This design comes from an exercise in tuning for a short achievable clock period and few clock cycles on the open sky130 flow, not from production work. Function was checked by simulation only, so behaviour that the tests miss may differ from the original.

Setup of north:
// cf_cpu
module cf_cpu #(
	parameter TOP_VER     = 8'h00,
    parameter BOOT_VECTOR = 16'hF000,
    parameter USE_BARREL  = 1
)(
	input wire clk,
	input wire rst_n,
	output reg [16:0] bus_address,
	output reg bus_wr_en,
	output reg bus_io_flag,
	output reg bus_burst,
	output reg [15:0] bus_data_in,
	output reg bus_enable,
	input wire bus_ready,
	input wire [15:0] bus_data_out
);
make LEC_CHECK=0 ABC_CLOCK_PERIOD_IN_PS=3000 CAP_MARGIN=20 CELL_PAD_IN_SITES_DETAIL_PLACEMENT=1 CELL_PAD_IN_SITES_GLOBAL_PLACEMENT=2 CORE_MARGIN=2 CORE_UTILIZATION=35 PLACE_DENSITY=0.55 SETUP_SLACK_MARGIN=4.0 SLEW_MARGIN=20 finish   # period 7.5 ns
run.sh (not shown) runs the stock make flow with config.mk's settings and CLKGATE_MAP_FILE= SYNTH_SCRIPT=/design/flow/synth_recipe.tcl, a recipe that flattens the netlist after the stock synthesis.
north completed; timing, DRC and antenna clean
Testbench counts of north, summed over its fixed seeds: cycles 166,072.
Modified inputs, south compared to north
-- flow/design.v --
<<< north, line 166
	reg [7:0]  ic_d [0:31];
	reg [3:0]  ic_p [0:31];				 
	reg [7:0]  ic_dr [0:31];			 
	reg [3:0]  ic_pr [0:31];
	reg [10:0] ic_tag0, ic_tag1;
	reg [31:0] ic_v;
>>> south, line 166
	reg [7:0]  ic_d [0:31];
	reg [3:0]  ic_p [0:31];				 
	reg [10:0] ic_tag0, ic_tag1;
	reg [31:0] ic_v;
<<< north, line 447
	wire       app   = app2 || app1;
	wire [7:0] a_lo  = finfl ? bus_data_out[7:0]  : ic_d[ic_i0];
	wire [7:0] a_hi  = finfl ? bus_data_out[15:8] : ic_dr[ic_i0];
	wire [3:0] a_plo = finfl ? pd_lo : ic_p[ic_i0];
	wire [3:0] a_phi = finfl ? pd_hi : ic_pr[ic_i0];
	wire [7:0] lo_pos = ~qv & {qv[6:0], 1'b1};
	wire [7:0] hi_pos = {lo_pos[6:0], 1'b0};
>>> south, line 445
	wire       app   = app2 || app1;
	wire [7:0] a_lo  = finfl ? bus_data_out[7:0]  : ic_d[ic_i0];
	wire [7:0] a_hi  = finfl ? bus_data_out[15:8] : ic_d[ic_i1];
	wire [3:0] a_plo = finfl ? pd_lo : ic_p[ic_i0];
	wire [3:0] a_phi = finfl ? pd_hi : ic_p[ic_i1];
	wire [7:0] lo_pos = ~qv & {qv[6:0], 1'b1};
	wire [7:0] hi_pos = {lo_pos[6:0], 1'b0};
<<< north, line 739
				default: xs <= X_DEC;
			endcase
			if (xs[S_DEC] && have && is_alu && mode == 3'd0 && op[7:4] != 4'h3 && op[7:4] != 4'h4 && op[7:4] != 4'h9)
				reg_ACC <= alu_d;
			if ((xs[S_ALU] || (xs[S_WAITD] && bdone)) && xop[7:4] != 4'h3 && xop[7:4] != 4'h4 && xop[7:4] != 4'h9)
				reg_ACC <= alu_x;
			if (redir) flush = 1'b1;
			cons = (xs[S_DEC] && exec_now) ? ilen : 2'd0;
>>> south, line 737
				default: xs <= X_DEC;
			endcase
			if (redir) flush = 1'b1;
			cons = (xs[S_DEC] && exec_now) ? ilen : 2'd0;
<<< north, line 836
			ic_d[bus_addr1[4:0]] <= bus_data_out[15:8];
			ic_p[bus_addr1[4:0]] <= pd_hi;
			ic_dr[fa0[4:0] - 5'd1] <= bus_data_out[7:0];
			ic_pr[fa0[4:0] - 5'd1] <= pd_lo;
			ic_dr[fa0[4:0]]        <= bus_data_out[15:8];
			ic_pr[fa0[4:0]]        <= pd_hi;
			icv_n = ic_v;
			if (!fa0[4] || !bus_addr1[4]) begin
>>> south, line 830
			ic_d[bus_addr1[4:0]] <= bus_data_out[15:8];
			ic_p[bus_addr1[4:0]] <= pd_hi;
			icv_n = ic_v;
			if (!fa0[4] || !bus_addr1[4]) begin
Notes after the runs:
- south finished end to end and its layout was clean on timing, DRC and antenna.
- Sort south and north by multi-input logic portion of the cell area, ascending, and north comes first.
- south vs. north: non-clock buffer count shrank by about 12%; die width shrank by 8.6%; final instance count without filler cells shrank by 2270.
- Cmp south vs north: number of tapcells lower in south
- Compared to north, south has fewer flip-flops.
- south against north; first-pass GRT wire length is down by more than 10%.
- Clock skew (lower): north
- Comparing clock net sink count for south and north, the smaller number came from south.
- Depth of the most critical reg-to-reg path ends up lower on south.
- The lower overall routed net length came out of south.
- In the reports for south and north, the larger layout overhead on the synthesized area belongs to south.
Testbench counts of south, summed over its fixed seeds: cycles 166,072.

re-timing with driven ports:
No port has a modelled driver above. Below, the same layouts with a new extraction and two added sets of constraints. Step 1 assumes that a clkbuf_16 drives the clock port and a buf_2 every other input. Step 2, shift: input delay + t, output delay - t, t = (earliest + latest rising clock arrival at the registers) / 2. This alone moves slack from input paths to output paths. a / b / c = ideal / step 1 / step 2; a / b = the first two.
run | shift t [ns] | slack for setup (ns) | hold slack, ns | worst setup path after step 2
north | 0.962 | 3.600 / 3.412 / 2.451 | 0.470 / 0.470 / 0.470 | input to register
south | 0.930 | 3.481 / 3.481 / 2.717 | 0.488 / 0.488 / 0.488 | input to register
After both steps every run listed still meets setup and hold. For north, which loses most, drivers alone change the setup slack by -0.188 ns; drivers and shift together by -1.149 ns.
